Background: an optimization exercise with open tools, aiming at small area. Do not read the settings as production practice. RTL that was checked went through simulation tests only; none was proved equivalent to the original. No activity file was given, so power comes from the tool's default toggle rates. The flow treats the clock pin as an ideal source, which a real chip does not have.

== maple ==
// mem_iso_top
module mem_iso_top
#(
    parameter AXI_ID_WIDTH = 5,
    parameter AXI_ADDR_WIDTH = 33,
    parameter AXI_DATA_WIDTH = 128,
    parameter INCLUDE_BW_SHAPER_SEP = 1,
    parameter INCLUDE_BW_SHAPER_UNI = 0,
    parameter OUTSTANDING_WREQ = 8,
    parameter OUTSTANDING_RREQ = 8,
    parameter WTIMEOUT_CYCLES = 15,
    parameter BTIMEOUT_CYCLES = 15,
    parameter RTIMEOUT_CYCLES = 15,
    parameter TOKEN_COUNT_INT_WIDTH = 16,
    parameter TOKEN_COUNT_FRAC_WIDTH = 8,
    parameter SUM_RETIMING_STAGES = 1
)
(
    input wire [AXI_ID_WIDTH-1:0]           axi_s_awid,
    input wire [AXI_ADDR_WIDTH-1:0]         axi_s_awaddr,
    input wire [7:0]                        axi_s_awlen,
    input wire [2:0]                        axi_s_awsize,
    input wire [1:0]                        axi_s_awburst,
    input wire                              axi_s_awvalid,
    output wire                             axi_s_awready,
    input wire [AXI_DATA_WIDTH-1:0]         axi_s_wdata,
    input wire [(AXI_DATA_WIDTH/8)-1:0]     axi_s_wstrb,
    input wire                              axi_s_wlast,
    input wire                              axi_s_wvalid,
    output wire                             axi_s_wready,
    output wire [AXI_ID_WIDTH-1:0]          axi_s_bid,
    output wire [1:0]                       axi_s_bresp,
    output wire                             axi_s_bvalid,
    input wire                              axi_s_bready,
    input wire [AXI_ID_WIDTH-1:0]           axi_s_arid,
    input wire [AXI_ADDR_WIDTH-1:0]         axi_s_araddr,
    input wire [7:0]                        axi_s_arlen,
    input wire [2:0]                        axi_s_arsize,
    input wire [1:0]                        axi_s_arburst,
    input wire                              axi_s_arvalid,
    output wire                             axi_s_arready,
    output wire [AXI_ID_WIDTH-1:0]          axi_s_rid,
    output wire [AXI_DATA_WIDTH-1:0]        axi_s_rdata,
    output wire [1:0]                       axi_s_rresp,
    output wire                             axi_s_rlast,
    output wire                             axi_s_rvalid,
    input wire                              axi_s_rready,
    output wire [AXI_ID_WIDTH-1:0]          axi_m_awid,
  ...
For scale: roughly 950 I/O pins.
Settings: LEC_CHECK=0, CAP_MARGIN=20, CORE_MARGIN=2, CORE_UTILIZATION=40, SLEW_MARGIN=20; clock period 5.5 ns.
run.sh (not shown) runs the stock make flow with config.mk's settings and CLKGATE_MAP_FILE= SYNTH_SCRIPT=/design/flow/synth_recipe.tcl, a recipe that flattens the netlist after the stock synthesis.
Both conditions hold for maple: the flow ran to the end and the final layout passed the timing, design-rule and antenna checks.
Relative to maple, the following input files were edited for juniper:
- ABC_AREA: unset -> 1
Results
- Post-placement cell count was higher in the run labelled juniper.
- juniper vs maple, register-to-register slack went up by 0.31 ns.
- Routed wire length was higher in the run labelled juniper.
- Re proportion of layout cells with a drive suffix above 1: maple was higher than juniper.
- juniper reports its combinational family with the most area after synthesis as simple AND/OR/NAND/NOR gates while maple reports multiplexers.
- Between juniper and maple, the clock power does not differ in any meaningful way.
- Between juniper and maple, the clock network fraction of total power is lower for juniper.
- Taking maple as the reference point, the non-clock buffer count of juniper falls by about 12%.
- Measured against each other, juniper and maple differ in number of standard cells in the layout, taps in and fillers out, the lower figure coming from maple.
- Looking at power share of the combinational group, juniper sits 1.0 points higher than maple does.
- [juniper] global-route usage over all layers rose 0.89 points relative to maple
## Diff of input files: harbor against juniper
- ABC_AREA no longer set, was 1
==> flow/flow/run.sh (new file) <==
#!/bin/bash
set -euo pipefail
export BUFFER_PORTS_ARGS="-buffer_cell sky130_fd_sc_hd__buf_1"
export CTS_ARGS="-sink_clustering_enable -repair_clock_nets -dont_use_dummy_load"
bash standard.sh > standard.log 2>&1
==> flow/standard.sh (new file) <==
#!/bin/bash
# synth_recipe.tcl (not shown) runs the flow's synth.tcl, then flattens the netlist and writes it again
# the make line also repeats each setting of config.mk as NAME=value (left out here)
make -C /OpenROAD-flow-scripts/flow DESIGN_CONFIG=/design/flow/config.mk WORK_HOME=/design/flow/orfs CLKGATE_MAP_FILE= SYNTH_SCRIPT=/design/flow/synth_recipe.tcl "${@:-finish}"
removed: flow/run.sh
Notes after the runs:
For juniper and harbor, there was not a single run that failed to finish clean.
Diff juniper -> harbor | synthesized cell count | decrease of 1641
Re total power draw: juniper was higher than harbor.
Relative to juniper, the internal power measured on harbor has decreased by a little under 10%.
Going from juniper to harbor, area added between synthesis and finish shrinks by 9.8 points.
The worst setup slack of harbor was inferior to that of juniper.
harbor against juniper: global-route usage now smaller; design area fell by 11%.
From juniper to harbor the numbers moved as follows: number of antenna diodes fell by 15; total stage count of the critical path shows an increase of 7; overall die area went down 3.4%.
Input-level comparison between quartz and harbor:
==> flow/flow/run.sh <==
#!/bin/bash
set -euo pipefail
export BUFFER_PORTS_ARGS="-buffer_cell sky130_fd_sc_hd__buf_1"
export CTS_ARGS="-sink_clustering_enable -repair_clock_nets -dont_use_dummy_load -buf_list sky130_fd_sc_hd__clkbuf_4"
bash standard.sh > standard.log 2>&1
Notes after the runs:
On overall track demand over capacity in global routing: quartz sits above harbor. Between quartz and harbor, maximum cell stage delay along the critical path is higher for quartz, harbor comes in under that. Count of clock-buffer cells in the layout: quartz higher than harbor. [quartz] combined buffer and inverter count along the critical path fell 2 relative to harbor. Summary of quartz over harbor: fraction of power consumed by the clock network saw a decrease; async set or reset register ratio after synthesis saw little to no change.
No run of this note included a check of the RTL's function; only the layout flow was run.


## run 1
mem_iso_top, a different RTL version from the one above (not shown whole).
Size in the first run: roughly 3,400 cells after synthesis, roughly 950 I/O pins, about 49,000 um^2 of cells after synthesis.
Settings: LEC_CHECK=0, CAP_MARGIN=20, CORE_MARGIN=2, CORE_UTILIZATION=60, SLEW_MARGIN=20; clock period 5.5 ns.
standard.sh (not shown) runs the stock make flow with config.mk's settings and CLKGATE_MAP_FILE= SYNTH_SCRIPT=/design/flow/synth_recipe.tcl, a recipe that flattens the netlist after the stock synthesis.
==> flow/flow/run.sh <==
#!/bin/bash
set -euo pipefail
export BUFFER_PORTS_ARGS="-buffer_cell sky130_fd_sc_hd__buf_1"
export CTS_ARGS="-sink_clustering_enable -repair_clock_nets -dont_use_dummy_load -buf_list sky130_fd_sc_hd__clkbuf_16 -sink_clustering_size 30"
bash standard.sh > standard.log 2>&1
Run 1 reached the final stage; the timing, design-rule and antenna checks on its layout passed.
What run 2 does differently from run 1 at the input level:
==> flow/flow/run.sh <==
#!/bin/bash
set -euo pipefail
export BUFFER_PORTS_ARGS="-buffer_cell sky130_fd_sc_hd__buf_1"
export CTS_ARGS="-sink_clustering_enable -repair_clock_nets -dont_use_dummy_load"
bash standard.sh > standard.log 2>&1
diff --git a/flow/config.mk b/flow/config.mk
--- a/flow/config.mk
+++ b/flow/config.mk
@@ -10 +10 @@
-export CORE_UTILIZATION = 60
+export CORE_UTILIZATION = 40
Findings:
Endpoint of the most critical setup path = axi_m_aruser: run 1; endpoint of the most critical setup path = axi_s_awready: run 2
Compared run 1 against run 2; combined flip-flop and latch cell area within noise.
The higher post-cts gate resize count came out of run 2.
Lower minimum hold slack goes to run 1 over run 2.
Looking only at total placed cells including tap cells, and setting everything else aside, the higher value of run 2 and run 1 goes to run 2.
Taking run 1 as the reference point, the count of non-CTS buffers in the layout of run 2 rises by about 0.33%.
Sort run 2 and run 1 by global-route wire length before repair asc -> top: run 1
Re clock share of power: run 2 and run 1 aren't equal, and the higher value belongs to run 2.
> inputs changed (run 2 -> run 3)
==> flow/flow/run.sh <==
#!/bin/bash
set -euo pipefail
export BUFFER_PORTS_ARGS="-buffer_cell sky130_fd_sc_hd__buf_1"
export CTS_ARGS="-sink_clustering_enable -repair_clock_nets -dont_use_dummy_load -buf_list sky130_fd_sc_hd__clkbuf_16 -sink_clustering_size 30 -sink_clustering_max_diameter 150"
bash standard.sh > standard.log 2>&1
diff --git a/flow/config.mk b/flow/config.mk
--- a/flow/config.mk
+++ b/flow/config.mk
@@ -10 +10 @@
-export CORE_UTILIZATION = 40
+export CORE_UTILIZATION = 60
## What came out
Run 3 completed end to end with timing, DRC and antenna clean. The higher final worst setup slack came out of run 2. There was hardly any difference in power dissipated in combinational cells between run 2 and run 3. Against run 2, run 3 reports a via count that is lower. Run 3 — summed area of non-filler cells in the final layout 3000 um^2 lower, run 2 as reference. The run showing the greater length in cells of the worst reg-to-reg path is run 2.


## job 101
Another version of the RTL of mem_iso_top (not shown whole).
For scale: roughly 3400 cells after synthesis, roughly 1300 flip-flops, about 950 I/O pins, ~49000 um2 of cells after synthesis.
==> flow/design.v (excerpt) <==
module mem_iso_top
(
    input wire [4:0]                        axi_s_awid,
    input wire [32:0]                       axi_s_awaddr,
    input wire [7:0]                        axi_s_awlen,
    input wire [2:0]                        axi_s_awsize,
    input wire [1:0]                        axi_s_awburst,
    input wire                              axi_s_awvalid,
    output wire                             axi_s_awready,
    input wire [127:0]                      axi_s_wdata,
    input wire [15:0]                       axi_s_wstrb,
    input wire                              axi_s_wlast,
    input wire                              axi_s_wvalid,
    output wire                             axi_s_wready,
    output wire [4:0]                       axi_s_bid,
    output wire [1:0]                       axi_s_bresp,
    output wire                             axi_s_bvalid,
    input wire                              axi_s_bready,
    input wire [4:0]                        axi_s_arid,
    input wire [32:0]                       axi_s_araddr,
    input wire [7:0]                        axi_s_arlen,
    input wire [2:0]                        axi_s_arsize,
    input wire [1:0]                        axi_s_arburst,
    input wire                              axi_s_arvalid,
    output wire                             axi_s_arready,
    output wire [4:0]                       axi_s_rid,
    output wire [127:0]                     axi_s_rdata,
    output wire [1:0]                       axi_s_rresp,
    output wire                             axi_s_rlast,
    output wire                             axi_s_rvalid,
    input wire                              axi_s_rready,
    output wire [4:0]                       axi_m_awid,
  ...
export LEC_CHECK = 0
export CAP_MARGIN = 20
export CORE_MARGIN = 2
export CORE_UTILIZATION = 60
export SLEW_MARGIN = 20
create_clock -name core_clock -period 5.5 [get_ports {aclk}]
==> flow/flow/run.sh <==
#!/bin/bash
set -euo pipefail
export BUFFER_PORTS_ARGS="-buffer_cell sky130_fd_sc_hd__buf_1"
export CTS_ARGS="-sink_clustering_enable -repair_clock_nets -dont_use_dummy_load -buf_list sky130_fd_sc_hd__clkbuf_16 -sink_clustering_size 30 -sink_clustering_max_diameter 150"
export ADDER_MAP_FILE=
bash standard.sh > standard.log 2>&1
The inputs of job 102 differ from those of job 101 as listed below.
==> flow/flow/run.sh <==
#!/bin/bash
set -euo pipefail
export BUFFER_PORTS_ARGS="-buffer_cell sky130_fd_sc_hd__buf_1"
export CTS_ARGS="-sink_clustering_enable -repair_clock_nets -dont_use_dummy_load -buf_list sky130_fd_sc_hd__clkbuf_16 -sink_clustering_size 25 -sink_clustering_max_diameter 120"
bash standard.sh > standard.log 2>&1
[summary]
Routed wire length ends up higher on job 102. Per the comparison of job 102 with job 101, clock buffer instance count of the final layout went up by 9; share of total power in the clock network fell by 0.3 points. For job 102, the beginning of the critical path was vaw_len[0], unlike job 101, where it was sar_f. Job 102 reports a higher total power draw than job 101 does. Across both runs, smallest setup slack after layout was higher for job 102 than for job 101.
Function was not checked in any run of this note: the RTL went through the layout flow alone.


Another version of the RTL of mem_iso_top (not shown whole).
Size: roughly 3400 cells after synthesis, roughly 0.046 sq mm of cells after synthesis.
==> flow/config.mk <==
export PLATFORM = sky130hd
export DESIGN_NAME = mem_iso_top
export DESIGN_NICKNAME = mem_iso_top
export VERILOG_FILES = /design/flow/design.v
export SDC_FILE = /design/flow/constraint.sdc
export NUM_CORES = 4
export LEC_CHECK = 0
export CAP_MARGIN = 20
export CORE_MARGIN = 2
export CORE_UTILIZATION = 70
export SLEW_MARGIN = 20
==> flow/constraint.sdc <==
create_clock -name core_clock -period 5.5 [get_ports {aclk}]
set_input_delay 1.1000 -clock core_clock [delete_from_list [all_inputs] [get_ports {aclk}]]
set_output_delay 1.1000 -clock core_clock [all_outputs]
set_load 0.01 [all_outputs]
==> flow/flow/run.sh <==
#!/bin/bash
# The standard layout (standard.sh) with these changes:
#  - synthesis: area-oriented ABC script (flow/area.abc, via flow/synth.tcl) and no hard
#    half/full-adder cells (ADDER_MAP_FILE empty), so ABC maps the adders too
#  - every port still gets a buffer, but a sky130_fd_sc_hd__buf_1
#  - CTS: clkbuf_16 leaf buffers driving clusters of up to 25 sinks within 120 um,
#    without dummy loads
# make's full output goes to standard.log; ORFS keeps each step's log under orfs/logs.
set -euo pipefail
W=$PWD
export AREA_ABC_SCRIPT=$W/flow/area.abc
export ADDER_MAP_FILE=
export BUFFER_PORTS_ARGS="-buffer_cell sky130_fd_sc_hd__buf_1"
export CTS_ARGS="-sink_clustering_enable -repair_clock_nets -dont_use_dummy_load -buf_list sky130_fd_sc_hd__clkbuf_16 -sink_clustering_size 25 -sink_clustering_max_diameter 120"
sed "s#SYNTH_SCRIPT=[^ ']*#SYNTH_SCRIPT=$W/flow/synth.tcl#" standard.sh > standard_area.sh
grep -q "SYNTH_SCRIPT=$W/flow/synth.tcl" standard_area.sh
bash standard_area.sh > standard.log 2>&1
==> flow/flow/area.abc <==
strash
ifraig
scorr
dc2
strash
dch -f
map -a
topo
strash
dch -f
amap
topo
==> flow/flow/synth.tcl <==
# The standard flow's synthesis script (synth_recipe.tcl) with one change: ABC maps the logic with
# the area-oriented script in $::env(AREA_ABC_SCRIPT) instead of ORFS's delay-driven one.
# Registers are mapped before ABC runs, so they are the standard synthesis's registers.
proc synth {args} { yosys synth -nofsm -noshare {*}$args }
proc abc {args} {
  set keep {}
  set skip 0
  foreach a $args {
    if {$skip} { set skip 0; continue }
    if {$a eq "-script" || $a eq "-D"} { set skip 1; continue }
    lappend keep $a
  }
  yosys abc -script $::env(AREA_ABC_SCRIPT) {*}$keep
}
source $::env(SCRIPTS_DIR)/synth.tcl
# left out here: clear keep_hierarchy, flatten, clean up, hide names made inside functions, write 1_2_yosys.v
The starting point stopped in 3_2_place_iop.
Then changed:
--- a/flow/flow/run.sh
+++ b/flow/flow/run.sh
@@ -14 +14 @@
-export CTS_ARGS="-sink_clustering_enable -repair_clock_nets -dont_use_dummy_load -buf_list sky130_fd_sc_hd__clkbuf_16 -sink_clustering_size 25 -sink_clustering_max_diameter 120"
+export CTS_ARGS="-sink_clustering_enable -repair_clock_nets -dont_use_dummy_load -buf_list sky130_fd_sc_hd__clkbuf_8 -root_buf sky130_fd_sc_hd__clkbuf_16 -sink_clustering_size 16 -sink_clustering_max_diameter 80"
- CORE_UTILIZATION: 70 -> 60
This time the run went through all stages and came out clean.
Synthesized area stays the same.
Synthesized cell count is unchanged.
Then changed:
--- a/flow/flow/run.sh
+++ b/flow/flow/run.sh
@@ -14 +14 @@
-export CTS_ARGS="-sink_clustering_enable -repair_clock_nets -dont_use_dummy_load -buf_list sky130_fd_sc_hd__clkbuf_8 -root_buf sky130_fd_sc_hd__clkbuf_16 -sink_clustering_size 16 -sink_clustering_max_diameter 80"
+export CTS_ARGS="-sink_clustering_enable -repair_clock_nets -dont_use_dummy_load -buf_list sky130_fd_sc_hd__clkbuf_16 -sink_clustering_size 28 -sink_clustering_max_diameter 135"
- CORE_ASPECT_RATIO: unset -> 0.5
- CORE_UTILIZATION: 60 -> 70
The new run completed, yet does not pass: negative setup slack.
Setup slack got worse by 0.36 ns.
Cell area barely changes.
Total power grows slightly.
Clock skew grows by 0.017 ns.
Then changed:
- CORE_ASPECT_RATIO: 0.5 -> unset
- CORE_UTILIZATION: 70 -> 60
This time the run ran to the end with no violations. Total power falls by about 1.2%. Global-route usage decreases by 3.5 points. Clock-buffer cell count does not change. Area after synthesis does not change. Worst hold slack gets worse by 0.0033 ns. Fmax rose by about 7%. Via count goes down by 3.6%. Die area grows by 16%. Wire length rises by about 1.6%.

re-timing with driven ports:
No port has a modelled driver above. Below, the same layouts with a new extraction and two added sets of constraints. Step 1: set_driving_cell puts a clkbuf_16 on aclk and a buf_2 on each other input, an assumption about the parent block. Step 2, shift: input delay + t, output delay - t, t = (earliest + latest rising clock arrival at the registers) / 2. This alone moves slack from input paths to output paths. Slacks: ideal ports / drivers / drivers and shift; pairs: ideal ports / drivers.
run	t (ns)	setup WS [ns]	worst setup path at the end
maple	0.855	0.214 / 0.214 / -0.501	input to register
juniper	0.868	0.423 / 0.340 / -0.161	input to register
harbor	0.843	0.228 / 0.228 / -0.242	input to register
quartz	1.273	0.261 / 0.261 / -0.241	input to register
run 1	0.758	0.186 / 0.113 / 0.450	register to register
run 2	0.794	0.375 / 0.299 / 0.638	register to register
run 3	0.696	0.218 / 0.151 / 0.466	register to register
job 101	0.678	0.251 / 0.182 / 0.567	register to register
job 102	0.719	0.435 / 0.371 / 0.435	register to register
the second run of note 4	0.685	0.342 / 0.271 / 0.344	register to register
the third run of note 4	0.679	-0.014 / -0.014 / -0.014	register to register
the fourth run of note 4	0.679	0.333 / 0.264 / 0.339	register to register
Met with ideal ports but missed after step 2: setup timing in maple, juniper, harbor and quartz. For maple, which loses most, drivers alone change the setup slack by 0.000 ns; drivers and shift together by -0.715 ns.
